Background: an optimization exercise with open tools, aiming at small area. Do not read the settings as production practice. No functional check of the RTL was part of any run shown here.

==> flow/design.v, too long to show whole: its modules and the start of the top module <==
// module FIR_filter: 1550 lines
module FIR_filter(data_in,data_out,reset,CLK,music);
  // ...
==> flow/flow/run.sh <==
#!/bin/bash
# Standard ORFS synthesis, then a netlist pass that re-chooses the polarity
# of the full-adder cells (a full adder is self-dual) to drop the inverters
# Yosys' extract_fa leaves between adders, then the standard layout.
set -euo pipefail
W=$(pwd)
R=$W/orfs/results/$FLOW_PLATFORM/FIR_filter/base
bash standard.sh synth > $W/synth.log 2>&1
cp $R/1_2_yosys.v $W/1_2_yosys.std.v
python3 $W/flow/polar.py $W/1_2_yosys.std.v $W/1_2_yosys.pol.v > $W/polar.log 2>&1
cp $W/1_2_yosys.pol.v $R/1_2_yosys.v
rm -f $R/1_synth.odb $R/1_synth.sdc
export BUFFER_PORTS_ARGS="-buffer_cell sky130_fd_sc_hd__buf_1"
export CTS_ARGS="-sink_clustering_enable -repair_clock_nets -dont_use_dummy_load -buf_list sky130_fd_sc_hd__clkbuf_8 -sink_clustering_size 20 -sink_clustering_max_diameter 70"
bash standard.sh finish > $W/layout.log 2>&1
==> flow/flow/polar.py <==
#!/usr/bin/env python3
"""Re-choose the polarity of full-adder cells in a flat Yosys netlist.

A full adder is self-dual: FA(~a,~b,~c) = (~sum, ~cout).  Yosys' extract_fa
picks each adder's polarity locally, which leaves many inverters between
adders.  This script flips adders (inverting all three inputs and both
outputs) to minimise the number of inverters needed, then rewrites the
netlist with one shared inverter per signal that needs its complement.
The logic function of every net that is used by a non-adder cell, a
register or a port is unchanged.

usage: polar.py in.v out.v
"""
import re, sys, random, os

INV_TYPES = ('sky130_fd_sc_hd__inv_', 'sky130_fd_sc_hd__clkinv_')
FA_TYPE = 'sky130_fd_sc_hd__fa_'
OUT_PINS = {'X', 'Y', 'Q', 'Q_N', 'SUM', 'COUT', 'HI', 'LO'}

src = open(sys.argv[1]).read()
cell_re = re.compile(r'^(\s*)(sky130_fd_sc_hd__\w+)\s+(\\\S+\s|\S+)\s*\((.*?)\);\n', re.S | re.M)
pin_re = re.compile(r'\.(\w+)\(\s*(\\\S+\s|[^()\s]+)\s*\)')


def norm(n):
    return n.strip()


cells = []   # dict(type,name,pins{pin:net}, span)
for m in cell_re.finditer(src):
    pins = {p: norm(n) for p, n in pin_re.findall(m.group(4))}
    cells.append(dict(type=m.group(2), name=m.group(3).strip(), pins=pins, span=m.span(), indent=m.group(1)))

# ports
ports = set()
mod = re.search(r'module\s+\w+\s*\((.*?)\);', src, re.S)
decl = {}
for kind, rng, names in re.findall(r'^\s*(input|output)\s*(\[[^\]]*\])?\s*([^;]+);', src, re.M):
    for nm in names.split(','):
        nm = nm.strip()
        if rng:
            hi, lo = [int(x) for x in rng[1:-1].split(':')]
            for i in range(min(hi, lo), max(hi, lo) + 1):
                ports.add('%s[%d]' % (nm, i))
        ports.add(nm)

driver = {}
for c in cells:
    for p, n in c['pins'].items():
        if p in OUT_PINS:
            driver[n] = c

is_inv = lambda c: c['type'].startswith(INV_TYPES)
is_fa = lambda c: c['type'].startswith(FA_TYPE)


def root(n):
    par = 0
    seen = 0
    while n in driver and is_inv(driver[n]) and n not in ports:
        n = driver[n]['pins']['A']
        par ^= 1
        seen += 1
        if seen > 50: raise Exception('loop')
    return n, par


# inverters whose output is a port stay as they are (treated as ordinary cells)
removable = [c for c in cells if is_inv(c) and c['pins']['Y'] not in ports]
keep_cells = [c for c in cells if not (is_inv(c) and c['pins']['Y'] not in ports)]

fas = [c for c in keep_cells if is_fa(c)]
fa_idx = {id(c): i for i, c in enumerate(fas)}
# fixed FAs: drive a port directly
fixed = set()
for i, c in enumerate(fas):
    if c['pins']['SUM'] in ports or c['pins']['COUT'] in ports:
        fixed.add(i)

# consumers: (root, parity_needed_relative_to_root_value, fa_index or None, cell, pin)
uses = {}   # root -> list of (fa or -1, parity)
consumers = []
for c in keep_cells:
    for p, n in c['pins'].items():
        if p in OUT_PINS: continue
        if p == 'CLK' or p == 'RESET_B' or p == 'SET_B':
            r, par = root(n)
            consumers.append((c, p, r, par, -1))
            uses.setdefault(r, []).append((-1, par))
            continue
        r, par = root(n)
        f = fa_idx.get(id(c), -1)
        consumers.append((c, p, r, par, f))
        uses.setdefault(r, []).append((f, par))

drv_fa = {}
for i, c in enumerate(fas):
    drv_fa[c['pins']['SUM']] = i
    drv_fa[c['pins']['COUT']] = i

flip = [0] * len(fas)


def root_cost(r):
    d = drv_fa.get(r, -1)
    av = flip[d] if d >= 0 else 0
    for f, par in uses.get(r, []):
        need = par ^ (flip[f] if f >= 0 else 0)
        if need != av:
            return 1
    return 0


fa_roots = []
for i, c in enumerate(fas):
    rs = set()
    rs.add(c['pins']['SUM']); rs.add(c['pins']['COUT'])
    for p in ('A', 'B', 'CIN'):
        rs.add(root(c['pins'][p])[0])
    fa_roots.append(rs)


def total():
    return sum(root_cost(r) for r in uses)


before_inv = len(removable)
best = total()
import math
rng = random.Random(12345)
cur = best
best_flip = flip[:]
free = [i for i in range(len(fas)) if i not in fixed]
NIT = int(os.environ.get('POLAR_ITERS', '400000'))
T0 = 1.0
for it in range(NIT):
    T = T0 * (1 - it / NIT) + 0.01
    i = free[rng.randrange(len(free))]
    rs = fa_roots[i]
    c0 = sum(root_cost(r) for r in rs)
    flip[i] ^= 1
    c1 = sum(root_cost(r) for r in rs)
    d = c1 - c0
    if d <= 0 or rng.random() < math.exp(-d / T):
        cur += d
        if cur < best:
            best = cur
            best_flip = flip[:]
    else:
        flip[i] ^= 1
flip[:] = best_flip
# final greedy polish
improved = True
while improved:
    improved = False
    for i in free:
        rs = fa_roots[i]
        c0 = sum(root_cost(r) for r in rs)
        flip[i] ^= 1
        c1 = sum(root_cost(r) for r in rs)
        if c1 < c0: improved = True
        else: flip[i] ^= 1
after = total()

# rewrite
inv_net = {}
new_cells = []
ninv = 0


def inv_of(r):
    global ninv
    if r not in inv_net:
        ninv += 1
        nm = 'pol_n%d' % ninv
        inv_net[r] = nm
        new_cells.append('  sky130_fd_sc_hd__inv_1 pol_i%d (\n    .A(%s),\n    .Y(%s)\n  );\n' % (ninv, esc(r), nm))
    return inv_net[r]


def esc(n):
    return n + ' ' if n.startswith('\\') else n


newpins = {}
for (c, p, r, par, f) in consumers:
    d = drv_fa.get(r, -1)
    av = flip[d] if d >= 0 else 0
    need = par ^ (flip[f] if f >= 0 else 0)
    newpins[(id(c), p)] = r if need == av else inv_of(r)

out = []
pos = 0
for c in cells:
    s, e = c['span']
    out.append(src[pos:s])
    pos = e
    if is_inv(c) and c['pins']['Y'] not in ports:
        continue
    pins = []
    for p, n in c['pins'].items():
        if (id(c), p) in newpins:
            n = newpins[(id(c), p)]
        pins.append('    .%s(%s)' % (p, esc(n)))
    out.append('%s%s %s (\n%s\n  );\n' % (c['indent'], c['type'], esc(c['name']), ',\n'.join(pins)))
tail = src[pos:]
i = tail.rfind('endmodule')
decls = ''.join('  wire %s;\n' % nm for nm in inv_net.values())
out.append(tail[:i] + decls + ''.join(new_cells) + tail[i:])
open(sys.argv[2], 'w').write(''.join(out))
print('fa %d fixed %d; inverters %d -> %d (model %d -> %d)' % (len(fas), len(fixed), before_inv, ninv, best, after))
==> flow/standard.sh <==
#!/bin/bash
# synth_recipe.tcl (not shown) runs the flow's synth.tcl, then flattens the netlist and writes it again
# the make line also repeats each setting of config.mk as NAME=value (left out here)
make -C /OpenROAD-flow-scripts/flow DESIGN_CONFIG=/design/flow/config.mk WORK_HOME=/design/flow/orfs CLKGATE_MAP_FILE= SYNTH_SCRIPT=/design/flow/synth_recipe.tcl "${@:-finish}"
==> flow/config.mk <==
export PLATFORM = sky130hd
export DESIGN_NAME = FIR_filter
export DESIGN_NICKNAME = FIR_filter
export VERILOG_FILES = /design/flow/design.v
export SDC_FILE = /design/flow/constraint.sdc
export NUM_CORES = 4
export LEC_CHECK = 0
export CAP_MARGIN = 20
export CORE_MARGIN = 2
export CORE_UTILIZATION = 65
export CTS_BUF_LIST = sky130_fd_sc_hd__clkbuf_8
export CTS_CLUSTER_DIAMETER = 50
export CTS_CLUSTER_SIZE = 18
export SLEW_MARGIN = 20
==> flow/constraint.sdc <==
create_clock -name core_clock -period 8.0 [get_ports {CLK}]
set_input_delay 1.6000 -clock core_clock [delete_from_list [all_inputs] [get_ports {CLK}]]
set_output_delay 1.6000 -clock core_clock [all_outputs]
set_load 0.01 [all_outputs]
==> results_dict.tcl, run 1 <==
set metrics [dict create \
    syn_area_um2 22970 \
    slew_headroom_pct 37.31 \
    tightestPinTransition_ns 0.9403 \
    setup_viol 0 \
    wire_per_inst_um 24.76 \
    postCtsHoldBufs 0 \
    regMostFlops "cs" \
    dr_wl_met3_mm 1.789 \
    cp_top_family "adder cells" \
    fin_nets 2006 \
    path_depth 14 \
    min_to "r2[13]" \
    multi_input_area_share_pct 54.05 \
    met1_length_mm 17.97 \
    status "finished clean" \
    clock_cell_area_share_pct 1.553 \
    busiest_layer "met2" \
    timing.final.ws_setup_ns 0.6332 \
    crit_fanout 3 \
    hpwl_mm 38.65 \
    die_y_um 192.0 \
    n_fill_cell 2314 \
    pre_cts_slack_ns 0.6169 \
    die_w_um 192.0 \
    ant_nets 0 \
]
==> inputs of run 2 (changes only) <==
--- a/flow/design.v
+++ b/flow/design.v
@@ -1376,175 +1376,175 @@
 wire s1309 = s1305 ^ n566 ^ c1288;
 wire c1310 = (s1305 & n566) | (s1305 & c1288) | (n566 & c1288);
 wire s1311 = c1290 ^ s1307 ^ s381;
 wire c1312 = (c1290 & s1307) | (c1290 & s381) | (s1307 & s381);
 wire s1313 = s1309 ^ c1292 ^ c1294;
 wire c1314 = (s1309 & c1292) | (s1309 & c1294) | (c1292 & c1294);
 wire s1315 = s1311 ^ c1296 ^ s1313;
 wire c1316 = (s1311 & c1296) | (s1311 & s1313) | (c1296 & s1313);
-wire s1317 = s247 ^ s445 ^ c1302;
-wire c1318 = (s247 & s445) | (s247 & c1302) | (s445 & c1302);
-wire s1319 = s1317 ^ c96 ^ s449;
-wire c1320 = (s1317 & c96) | (s1317 & s449) | (c96 & s449);
-wire s1321 = c1304 ^ n565 ^ c1306;
-wire c1322 = (c1304 & n565) | (c1304 & c1306) | (n565 & c1306);
-wire s1323 = s1319 ^ c1308 ^ c382;
-wire c1324 = (s1319 & c1308) | (s1319 & c382) | (c1308 & c382);
-wire s1325 = s1321 ^ n567 ^ c1310;
-wire c1326 = (s1321 & n567) | (s1321 & c1310) | (n567 & c1310);
-wire s1327 = c1312 ^ s1323 ^ s1325;
-wire c1328 = (c1312 & s1323) | (c1312 & s1325) | (s1323 & s1325);
-wire s1329 = c1314 ^ s1327 ^ c1316;
-wire c1330 = (c1314 & s1327) | (c1314 & c1316) | (s1327 & c1316);
-wire s1331 = 1'b1 ^ s249 ^ s447;
-wire c1332 = (1'b1 & s249) | (1'b1 & s447) | (s249 & s447);
-wire s1333 = c1318 ^ s1331 ^ s451;
-wire c1334 = (c1318 & s1331) | (c1318 & s451) | (s1331 & s451);
-wire s1335 = c1320 ^ n566 ^ c1322;
-wire c1336 = (c1320 & n566) | (c1320 & c1322) | (n566 & c1322);
-wire s1337 = n568 ^ s1333 ^ c1324;
-wire c1338 = (n568 & s1333) | (n568 & c1324) | (s1333 & c1324);
-wire s1339 = s1335 ^ c1326 ^ s1337;
-wire c1340 = (s1335 & c1326) | (s1335 & s1337) | (c1326 & s1337);
-wire s1341 = s251 ^ s449 ^ c1332;
-wire c1342 = (s251 & s449) | (s251 & c1332) | (s449 & c1332);
-wire s1343 = s1341 ^ s453 ^ c1334;
-wire c1344 = (s1341 & s453) | (s1341 & c1334) | (s453 & c1334);
-wire s1345 = n567 ^ c1336 ^ s1343;
-wire c1346 = (n567 & c1336) | (n567 & s1343) | (c1336 & s1343);
-wire s1347 = c1338 ^ s1345 ^ c1340;
-wire c1348 = (c1338 & s1345) | (c1338 & c1340) | (s1345 & c1340);
-wire s1349 = 1'b1 ^ s253 ^ s451;
-wire c1350 = (1'b1 & s253) | (1'b1 & s451) | (s253 & s451);
-wire s1351 = c1342 ^ c454 ^ n568;
-wire c1352 = (c1342 & c454) | (c1342 & n568) | (c454 & n568);
-wire s1353 = s1349 ^ c1344 ^ s1351;
-wire c1354 = (s1349 & c1344) | (s1349 & s1351) | (c1344 & s1351);
-wire s1355 = s255 ^ s453 ^ c1350;
-wire c1356 = (s255 & s453) | (s255 & c1350) | (s453 & c1350);
-wire s1357 = c1352 ^ s1355 ^ c1354;
-wire c1358 = (c1352 & s1355) | (c1352 & c1354) | (s1355 & c1354);
-wire s1359 = 1'b1 ^ c256 ^ c454;
-wire c1360 = (1'b1 & c256) | (1'b1 & c454) | (c256 & c454);
-wire s1361 = s1359 ^ c1356 ^ c1358;
-wire c1362 = (s1359 & c1356) | (s1359 & c1358) | (c1356 & c1358);
-wire s1363 = n529 ^ s569;
-wire c1364 = n529 & s569;
-wire s1365 = s575 ^ c1364;
-wire c1366 = s575 & c1364;
-wire s1367 = s581 ^ s583 ^ c1366;
-wire c1368 = (s581 & s583) | (s581 & c1366) | (s583 & c1366);
-wire s1369 = s591 ^ s593 ^ c1368;
-wire c1370 = (s591 & s593) | (s591 & c1368) | (s593 & c1368);
-wire s1371 = s609 ^ c1370;
-wire c1372 = s609 & c1370;
-wire s1373 = s629 ^ c1372;
-wire c1374 = s629 & c1372;
-wire s1375 = s653 ^ c1374;
-wire c1376 = s653 & c1374;
-wire s1377 = s679 ^ c1376;
-wire c1378 = s679 & c1376;
-wire s1379 = s713 ^ c1378;
-wire c1380 = s713 & c1378;
-reg [57:0] cs;
+wire s1317 = c1298 ^ s1315 ^ c1300;
+wire c1318 = (c1298 & s1315) | (c1298 & c1300) | (s1315 & c1300);
+wire s1319 = s247 ^ s445 ^ c1302;
+wire c1320 = (s247 & s445) | (s247 & c1302) | (s445 & c1302);
+wire s1321 = s1319 ^ c96 ^ s449;
+wire c1322 = (s1319 & c96) | (s1319 & s449) | (c96 & s449);
+wire s1323 = c1304 ^ n565 ^ c1306;
+wire c1324 = (c1304 & n565) | (c1304 & c1306) | (n565 & c1306);
+wire s1325 = s1321 ^ c1308 ^ c382;
+wire c1326 = (s1321 & c1308) | (s1321 & c382) | (c1308 & c382);
+wire s1327 = s1323 ^ n567 ^ c1310;
+wire c1328 = (s1323 & n567) | (s1323 & c1310) | (n567 & c1310);
+wire s1329 = c1312 ^ s1325 ^ s1327;
+wire c1330 = (c1312 & s1325) | (c1312 & s1327) | (s1325 & s1327);
+wire s1331 = c1314 ^ s1329 ^ c1316;
+wire c1332 = (c1314 & s1329) | (c1314 & c1316) | (s1329 & c1316);
+wire s1333 = 1'b1 ^ s249 ^ s447;
+wire c1334 = (1'b1 & s249) | (1'b1 & s447) | (s249 & s447);
+wire s1335 = c1320 ^ s1333 ^ s451;
+wire c1336 = (c1320 & s1333) | (c1320 & s451) | (s1333 & s451);
+wire s1337 = c1322 ^ n566 ^ c1324;
+wire c1338 = (c1322 & n566) | (c1322 & c1324) | (n566 & c1324);
+wire s1339 = n568 ^ s1335 ^ c1326;
+wire c1340 = (n568 & s1335) | (n568 & c1326) | (s1335 & c1326);
+wire s1341 = s1337 ^ c1328 ^ s1339;
+wire c1342 = (s1337 & c1328) | (s1337 & s1339) | (c1328 & s1339);
+wire s1343 = s251 ^ s449 ^ c1334;
+wire c1344 = (s251 & s449) | (s251 & c1334) | (s449 & c1334);
+wire s1345 = s1343 ^ s453 ^ c1336;
+wire c1346 = (s1343 & s453) | (s1343 & c1336) | (s453 & c1336);
+wire s1347 = n567 ^ c1338 ^ s1345;
+wire c1348 = (n567 & c1338) | (n567 & s1345) | (c1338 & s1345);
+wire s1349 = c1340 ^ s1347 ^ c1342;
+wire c1350 = (c1340 & s1347) | (c1340 & c1342) | (s1347 & c1342);
+wire s1351 = 1'b1 ^ s253 ^ s451;
+wire c1352 = (1'b1 & s253) | (1'b1 & s451) | (s253 & s451);
+wire s1353 = c1344 ^ c454 ^ n568;
+wire c1354 = (c1344 & c454) | (c1344 & n568) | (c454 & n568);
+wire s1355 = s1351 ^ c1346 ^ s1353;
+wire c1356 = (s1351 & c1346) | (s1351 & s1353) | (c1346 & s1353);
+wire s1357 = c1348 ^ s1355 ^ c1350;
+wire c1358 = (c1348 & s1355) | (c1348 & c1350) | (s1355 & c1350);
+wire s1359 = s255 ^ s453 ^ c1352;
+wire c1360 = (s255 & s453) | (s255 & c1352) | (s453 & c1352);
+wire s1361 = c1354 ^ s1359 ^ c1356;
+wire c1362 = (c1354 & s1359) | (c1354 & c1356) | (s1359 & c1356);
+wire s1363 = 1'b1 ^ c256 ^ c454;
+wire c1364 = (1'b1 & c256) | (1'b1 & c454) | (c256 & c454);
+wire s1365 = s1363 ^ c1360 ^ c1362;
+wire c1366 = (s1363 & c1360) | (s1363 & c1362) | (c1360 & c1362);
+wire s1367 = n529 ^ s569;
+wire c1368 = n529 & s569;
+wire s1369 = s575 ^ c1368;
+wire c1370 = s575 & c1368;
+wire s1371 = s581 ^ s583 ^ c1370;
+wire c1372 = (s581 & s583) | (s581 & c1370) | (s583 & c1370);
+wire s1373 = s591 ^ s593 ^ c1372;
+wire c1374 = (s591 & s593) | (s591 & c1372) | (s593 & c1372);
+wire s1375 = s609 ^ c1374;
+wire c1376 = s609 & c1374;
+wire s1377 = s629 ^ c1376;
+wire c1378 = s629 & c1376;
+wire s1379 = s653 ^ c1378;
+wire c1380 = s653 & c1378;
+wire s1381 = s679 ^ c1380;
+wire c1382 = s679 & c1380;
+wire s1383 = s713 ^ c1382;
+wire c1384 = s713 & c1382;
+wire s1385 = s753 ^ c1384;
+wire c1386 = s753 & c1384;
+reg [55:0] cs;
 always @(posedge CLK or negedge reset)
-  if (!reset) cs <= 58'd0;
-  else cs <= {c1362,c1360,s1361,s1357,c1348,s1353,c1346,s1347,c1330,s1339,c1328,s1329,c1300,s1315,c1298,c1278,s1299,c1276,c1252,s1277,c1250,s1251,c1222,s1221,c1188,c1152,s1187,c1150,s1151,c1110,s1109,c1064,s1107,s1063,c1016,s1015,c922,s967,c920,s921,c834,s875,c832,s833,c794,s793,c754,c1380,s753,s1379,s1377,s1375,s1373,s1371,s1369,s1367,s1365,s1363};
-wire s1383 = cs[15] ^ cs[16] ^ cs[17];
-wire c1384 = (cs[15] & cs[16]) | (cs[15] & cs[17]) | (cs[16] & cs[17]);
-wire s1385 = cs[19] ^ cs[20] ^ cs[21];
-wire c1386 = (cs[19] & cs[20]) | (cs[19] & cs[21]) | (cs[20] & cs[21]);
-wire s1387 = cs[25] ^ cs[26] ^ cs[27];
-wire c1388 = (cs[25] & cs[26]) | (cs[25] & cs[27]) | (cs[26] & cs[27]);
-wire s1389 = cs[28] ^ cs[29] ^ c1388;
-wire c1390 = (cs[28] & cs[29]) | (cs[28] & c1388) | (cs[29] & c1388);
-wire s1391 = cs[30] ^ cs[31] ^ cs[32];
-wire c1392 = (cs[30] & cs[31]) | (cs[30] & cs[32]) | (cs[31] & cs[32]);
-wire s1393 = cs[33] ^ cs[34] ^ c1392;
-wire c1394 = (cs[33] & cs[34]) | (cs[33] & c1392) | (cs[34] & c1392);
-wire s1395 = cs[35] ^ cs[36] ^ c1394;
-wire c1396 = (cs[35] & cs[36]) | (cs[35] & c1394) | (cs[36] & c1394);
-wire s1397 = cs[37] ^ cs[38] ^ cs[39];
-wire c1398 = (cs[37] & cs[38]) | (cs[37] & cs[39]) | (cs[38] & cs[39]);
-wire s1399 = cs[40] ^ cs[41] ^ cs[42];
-wire c1400 = (cs[40] & cs[41]) | (cs[40] & cs[42]) | (cs[41] & cs[42]);
-wire s1401 = cs[43] ^ cs[44] ^ cs[45];
-wire c1402 = (cs[43] & cs[44]) | (cs[43] & cs[45]) | (cs[44] & cs[45]);
-wire s1403 = cs[47] ^ cs[48] ^ cs[49];
-wire c1404 = (cs[47] & cs[48]) | (cs[47] & cs[49]) | (cs[48] & cs[49]);
-wire s1405 = cs[51] ^ cs[52] ^ cs[53];
-wire c1406 = (cs[51] & cs[52]) | (cs[51] & cs[53]) | (cs[52] & cs[53]);
-wire s1407 = cs[9] ^ cs[10];
-wire c1408 = cs[9] & cs[10];
-wire s1409 = cs[11] ^ cs[12] ^ c1408;
-wire c1410 = (cs[11] & cs[12]) | (cs[11] & c1408) | (cs[12] & c1408);
-wire s1411 = cs[13] ^ cs[14] ^ c1410;
-wire c1412 = (cs[13] & cs[14]) | (cs[13] & c1410) | (cs[14] & c1410);
-wire s1413 = s1383 ^ c1412;
-wire c1414 = s1383 & c1412;
-wire s1415 = cs[18] ^ c1384 ^ c1414;
-wire c1416 = (cs[18] & c1384) | (cs[18] & c1414) | (c1384 & c1414);
-wire s1417 = s1385 ^ c1416;
-wire c1418 = s1385 & c1416;
-wire s1419 = cs[22] ^ c1386 ^ c1418;
-wire c1420 = (cs[22] & c1386) | (cs[22] & c1418) | (c1386 & c1418);
+  if (!reset) cs <= 56'd0;
+  else cs <= {c1366,c1364,s1365,s1361,c1358,s1357,s1349,c1332,s1341,c1330,s1331,c1318,s1317,c1278,s1299,c1276,c1252,s1277,c1250,s1251,c1222,s1221,c1188,c1152,s1187,c1150,s1151,c1110,s1109,c1064,s1107,s1063,c1016,s1015,c922,s967,c920,s921,c834,s875,c832,s833,c794,c1386,s793,c754,s1385,s1383,s1381,s1379,s1377,s1375,s1373,s1371,s1369,s1367};
+wire s1389 = cs[10] ^ cs[11] ^ cs[12];
+wire c1390 = (cs[10] & cs[11]) | (cs[10] & cs[12]) | (cs[11] & cs[12]);
+wire s1391 = cs[13] ^ cs[14] ^ c1390;
+wire c1392 = (cs[13] & cs[14]) | (cs[13] & c1390) | (cs[14] & c1390);
+wire s1393 = cs[15] ^ cs[16] ^ cs[17];
+wire c1394 = (cs[15] & cs[16]) | (cs[15] & cs[17]) | (cs[16] & cs[17]);
+wire s1395 = cs[19] ^ cs[20] ^ cs[21];
+wire c1396 = (cs[19] & cs[20]) | (cs[19] & cs[21]) | (cs[20] & cs[21]);
+wire s1397 = cs[25] ^ cs[26] ^ cs[27];
+wire c1398 = (cs[25] & cs[26]) | (cs[25] & cs[27]) | (cs[26] & cs[27]);
+wire s1399 = cs[28] ^ cs[29] ^ c1398;
+wire c1400 = (cs[28] & cs[29]) | (cs[28] & c1398) | (cs[29] & c1398);
+wire s1401 = cs[30] ^ cs[31] ^ cs[32];
+wire c1402 = (cs[30] & cs[31]) | (cs[30] & cs[32]) | (cs[31] & cs[32]);
+wire s1403 = cs[33] ^ cs[34] ^ c1402;
+wire c1404 = (cs[33] & cs[34]) | (cs[33] & c1402) | (cs[34] & c1402);
+wire s1405 = cs[35] ^ cs[36] ^ c1404;
+wire c1406 = (cs[35] & cs[36]) | (cs[35] & c1404) | (cs[36] & c1404);
+wire s1407 = cs[37] ^ cs[38] ^ cs[39];
+wire c1408 = (cs[37] & cs[38]) | (cs[37] & cs[39]) | (cs[38] & cs[39]);
+wire s1409 = cs[40] ^ cs[41] ^ cs[42];
+wire c1410 = (cs[40] & cs[41]) | (cs[40] & cs[42]) | (cs[41] & cs[42]);
+wire s1411 = cs[46] ^ cs[47] ^ cs[48];
+wire c1412 = (cs[46] & cs[47]) | (cs[46] & cs[48]) | (cs[47] & cs[48]);
+wire s1413 = c1392 ^ s1393;
+wire c1414 = c1392 & s1393;
+wire s1415 = cs[18] ^ c1394 ^ c1414;
+wire c1416 = (cs[18] & c1394) | (cs[18] & c1414) | (c1394 & c1414);
+wire s1417 = s1395 ^ c1416;
+wire c1418 = s1395 & c1416;
+wire s1419 = cs[22] ^ c1396 ^ c1418;
+wire c1420 = (cs[22] & c1396) | (cs[22] & c1418) | (c1396 & c1418);
 wire s1421 = cs[23] ^ cs[24] ^ c1420;
 wire c1422 = (cs[23] & cs[24]) | (cs[23] & c1420) | (cs[24] & c1420);
-wire s1423 = s1387 ^ c1422;
-wire c1424 = s1387 & c1422;
-wire s1425 = s1389 ^ c1424;
-wire c1426 = s1389 & c1424;
-wire s1427 = c1390 ^ s1391 ^ c1426;
-wire c1428 = (c1390 & s1391) | (c1390 & c1426) | (s1391 & c1426);
-wire s1429 = c1396 ^ s1397;
-wire c1430 = c1396 & s1397;
-wire s1431 = c1398 ^ s1399 ^ c1430;
-wire c1432 = (c1398 & s1399) | (c1398 & c1430) | (s1399 & c1430);
-wire s1433 = c1400 ^ s1401 ^ c1432;
-wire c1434 = (c1400 & s1401) | (c1400 & c1432) | (s1401 & c1432);
-wire s1435 = cs[46] ^ c1402 ^ c1434;
-wire c1436 = (cs[46] & c1402) | (cs[46] & c1434) | (c1402 & c1434);
-wire y1437 = s1393 ^ c1428;
-wire t1438 = c1428 & s1393;
-wire y1439 = s1395 ^ t1438;
-wire p1440 = s1393 & s1395;
+wire s1423 = s1397 ^ c1422;
+wire c1424 = s1397 & c1422;
+wire s1425 = s1399 ^ c1424;
+wire c1426 = s1399 & c1424;
+wire s1427 = c1400 ^ s1401 ^ c1426;
+wire c1428 = (c1400 & s1401) | (c1400 & c1426) | (s1401 & c1426);
+wire s1429 = c1406 ^ s1407;
+wire c1430 = c1406 & s1407;
+wire s1431 = c1408 ^ s1409 ^ c1430;
+wire c1432 = (c1408 & s1409) | (c1408 & c1430) | (s1409 & c1430);
+wire s1433 = cs[43] ^ c1410 ^ c1432;
+wire c1434 = (cs[43] & c1410) | (cs[43] & c1432) | (c1410 & c1432);
+wire s1435 = cs[44] ^ cs[45] ^ c1434;
+wire c1436 = (cs[44] & cs[45]) | (cs[44] & c1434) | (cs[45] & c1434);
+wire y1437 = s1403 ^ c1428;
+wire t1438 = c1428 & s1403;
+wire y1439 = s1405 ^ t1438;
+wire p1440 = s1403 & s1405;
 wire t1441 = c1428 & p1440;
 wire y1442 = s1429 ^ t1441;
 wire p1443 = p1440 & s1429;
 wire t1444 = c1428 & p1443;
 wire y1445 = s1431 ^ t1444;
 wire p1446 = p1443 & s1431;
 wire t1447 = c1428 & p1446;
 wire y1448 = s1433 ^ t1447;
 wire p1449 = p1446 & s1433;
 wire t1450 = c1428 & p1449;
 wire y1451 = s1435 ^ t1450;
 wire p1452 = p1449 & s1435;
 wire k1453 = c1436 | (c1428 & p1452);
-wire s1454 = cs[50] ^ c1404;
-wire c1455 = cs[50] & c1404;
-wire s1456 = s1405 ^ c1455;
-wire c1457 = s1405 & c1455;
-wire s1458 = cs[54] ^ c1406 ^ c1457;
-wire c1459 = (cs[54] & c1406) | (cs[54] & c1457) | (c1406 & c1457);
-wire s1460 = cs[55] ^ c1459;
-wire c1461 = cs[55] & c1459;
-wire s1462 = cs[56] ^ cs[57] ^ c1461;
-wire c1463 = (cs[56] & cs[57]) | (cs[56] & c1461) | (cs[57] & c1461);
-wire y1464 = s1403 ^ k1453;
-wire t1465 = k1453 & s1403;
+wire s1454 = cs[49] ^ c1412;
+wire c1455 = cs[49] & c1412;
+wire s1456 = cs[50] ^ c1455;
+wire c1457 = cs[50] & c1455;
+wire s1458 = cs[51] ^ cs[52] ^ c1457;
+wire c1459 = (cs[51] & cs[52]) | (cs[51] & c1457) | (cs[52] & c1457);
+wire s1460 = cs[53] ^ c1459;
+wire c1461 = cs[53] & c1459;
+wire s1462 = cs[54] ^ cs[55] ^ c1461;
+wire c1463 = (cs[54] & cs[55]) | (cs[54] & c1461) | (cs[55] & c1461);
+wire y1464 = s1411 ^ k1453;
+wire t1465 = k1453 & s1411;
 wire y1466 = s1454 ^ t1465;
-wire p1467 = s1403 & s1454;
+wire p1467 = s1411 & s1454;
 wire t1468 = k1453 & p1467;
 wire y1469 = s1456 ^ t1468;
 wire p1470 = p1467 & s1456;
 wire t1471 = k1453 & p1470;
 wire y1472 = s1458 ^ t1471;
 wire p1473 = p1470 & s1458;
 wire t1474 = k1453 & p1473;
 wire y1475 = s1460 ^ t1474;
 wire p1476 = p1473 & s1460;
 wire t1477 = k1453 & p1476;
 wire y1478 = s1462 ^ t1477;
 wire p1479 = p1476 & s1462;
-assign data_out = {y1478,y1475,y1472,y1469,y1466,y1464,y1451,y1448,y1445,y1442,y1439,y1437,s1427,s1425,s1423,s1421,s1419,s1417,s1415,s1413,s1411,s1409,s1407,cs[8],cs[7],cs[6],cs[5],cs[4],cs[3],cs[2],cs[1],cs[0]};
+assign data_out = {y1478,y1475,y1472,y1469,y1466,y1464,y1451,y1448,y1445,y1442,y1439,y1437,s1427,s1425,s1423,s1421,s1419,s1417,s1415,s1413,s1391,s1389,cs[9],cs[8],cs[7],cs[6],cs[5],cs[4],cs[3],cs[2],cs[1],cs[0]};
 endmodule
==> run 2 against run 1 <==
Compared with the run above:
- worst setup slack worse by 0.23 ns
- count of clock-buffer cells in the layout is 1 higher
- cell count shrank 1.4%
- highest routed layer unchanged
- still clean
- largest cell class unchanged
- non-clock buffer count shrank 2
- die area decreased by 0.47%
- routed wire length down 1.4%
- critical path depth rose by 1
- sequential share of layout area hardly changed
==> results_dict.tcl, run 2 <==
set metrics [dict create \
    status "finished clean" \
    grt_use_total_pct 26.87 \
    routabilityCongestion 0.8998 \
    drive_gt1_share_pct 2.835 \
    cp_top_family "adder cells" \
    numCtsBuffers 28 \
    die_y_um 191.5 \
    setup_tns_ns 0 \
    wire_per_inst_um 24.76 \
    fin_nets 1984 \
    grt_max_degree 176 \
    worstPathRequired_ns 8.53 \
    final_util_pct 68.90 \
    die_w_um 191.5 \
    yosys_warnings 1 \
    min_to "r3[4]" \
    multiInputGateArea_um2 12920 \
    drc_errors 0 \
    vias_per_cell 5.357 \
    period_share_pct 94.93 \
    n_fill_cell 2343 \
    fmax_mhz 131.7 \
    timing.critical_path.buf_inv 0 \
    regMostFlops "cs" \
    worstPathArrival_ns 8.12 \
    area_growth_pct 4.133 \
    slowest_delay_ns 0.68 \
    root_buffer "clkbuf_8" \
    grt_setup_unrepaired "false" \
    clk-insertion-delay-late_ns 0.64 \
    dp.cells 1732 \
    post_cts_buffers 0 \
    fin_skew_ns 0.07600 \
    grt_first_pass_wirelength_mm 68.75 \
    cp-start-kind "register" \
    hold_viol_final 0 \
    hpwl_mm 38.37 \
    slew_headroom_pct 29.11 \
    clock_sinks 360 \
    reg2reg_setup_slack_ns 0.41 \
    layout_common_cells "596 x fa_1, 360 x dfrtp_1, 183 x inv_1, 62 x ha_1, 48 x buf_1" \
    avgSynthCellArea_um2 18.20 \
    critPathCaptureType "register" \
    instances_no_fill 1760 \
    ios 51 \
    crit_chain "ha_1 -> fa_1 -> fa_1 -> fa_1 -> fa_1 -> fa_1 -> fa_1 -> fa_1 -> fa_1 -> fa_1 -> fa_1 -> fa_1 -> fa_1 -> fa_1 -> ha_1" \
    postCtsHoldBufs 0 \
    drt-initial-drc-count 490 \
    r2r-end "cs[9]" \
    hp-class "register to register" \
    ff2ff_path_depth 15 \
    min_from "r2[4]" \
    fp-row-count 68 \
    slew_viol_final 0 \
    timing.final.ws_setup_ns 0.4054 \
    cp_common_cell "fa_1" \
    io_buffers 49 \
    layout_commonest_cell "fa_1" \
    pre_cts_slack_ns 0.3645 \
    ctsResizeCount 0 \
    first_pass_iters 5 \
    dieArea_um2 36680 \
    synthesis.nets 1933 \
    coreArea_um2 34540 \
    grt_pass1_vias 11850 \
    cts.path.max_buffers 3 \
    hold_depth 0 \
    whs_ns 0.3500 \
    netlist_instances 1256 \
    grt_overflow 0 \
    seqCellArea_um2 9009 \
    cts.clk_slew.worst_paths_ns 0.11 \
    cts_max_level 1 \
    cts_tree "built" \
    crit_type "register to register" \
    cpMaxStageDelayCell "fa_1" \
    largest_reg_flops 56 \
    r2r-start "r9[0]" \
    crit_fanout 3 \
    setup_viol 0 \
    finalCriticalPeriod_ns 7.595 \
    wl_mm 43.58 \
    diodes 0 \
    tightestPinTransition_ns 1.063 \
    antenna_found_initial 0 \
    initial_core_util_pct 66.17 \
    ant_nets 0 \
    cap_violations 0 \
    vias 9428 \
    syn_area_um2 22860 \
]
[run 2: how the worst max path moves through the flow]
| stage | start | slack [ns] | depth (start not counted) | endpoint |
|---|---|---|---|---|
| 2_1_floorplan | r9[0] | 0.82 | 15 | cs[9] |
| 3_3_place_gp | r9[0] | 0.43 | 15 | cs[9] |
| 3_5_place_dp | r9[0] | 0.36 | 15 | cs[9] |
| 4_1_cts | r9[0] | 0.33 | 15 | cs[9] |
| 5_1_grt | r9[0] | 0.20 | 15 | cs[9] |
| 6_report | r9[0] | 0.41 | 15 | cs[9] |
[run 2: area by class of cell]
class	count	area share, %
multi-input combinational	681	54.28
sequential	360	37.85
inverter	183	2.886
tap	455	2.392
clock buffer	28	1.619
timing repair buffer	53	0.9673
[run 2: worst reg2reg max path, delay by kind of cell, from the launching register on]
family | cells | cell delay (ns)
fa+ha+maj | 15 | 7.07
flops | 1 | 0.42
[run 2: layer usage]
metal / global-route usage [%] / up-vias / share of wire (%)
li1: - / 3758 / -
met1: 39.17 / 5456 / 41
met2: 44.64 / 151 / 53
met3: 3.451 / 63 / 3.8
met4: 6.479 / 0 / 2.7
met5: 0 / - / 0
[run 2: per-stage QoR]
stage,area [um^2]
after detailed placement,23420
after CTS,23800
final,23800
after global routing,23800
after global placement,23420
after floorplan,22860

==> re-timing with driven ports <==
Ports are ideal in the flow. The routed layouts listed here were re-timed in OpenROAD. Step 1: set_driving_cell puts a clkbuf_16 on CLK and a buf_2 on each other input, an assumption about the parent block. Step 2 adds t to the input delays and takes it off the output delays; t is the mean of the earliest and latest rising clock arrival at the registers after step 1. Input paths then give back, and output paths get back, about the clock's delay inside the block. Slacks: ideal ports / drivers / drivers and shift; pairs: ideal ports / drivers.
| run | shift t [ns] | slack for setup (ns) | worst hold slack (ns) | latest minus earliest clock arrival (ns) | pins driven straight from the clock port |
|---|---|---|---|---|---|
| run 1 | 0.657 | 0.633 / 0.633 / 0.633 | 0.350 / 0.350 / 0.350 | 0.051 / 0.051 | 1 |
| run 2 | 0.655 | 0.405 / 0.405 / 0.405 | 0.350 / 0.350 / 0.350 | 0.083 / 0.082 | 1 |
After both steps every run listed still meets setup and hold.
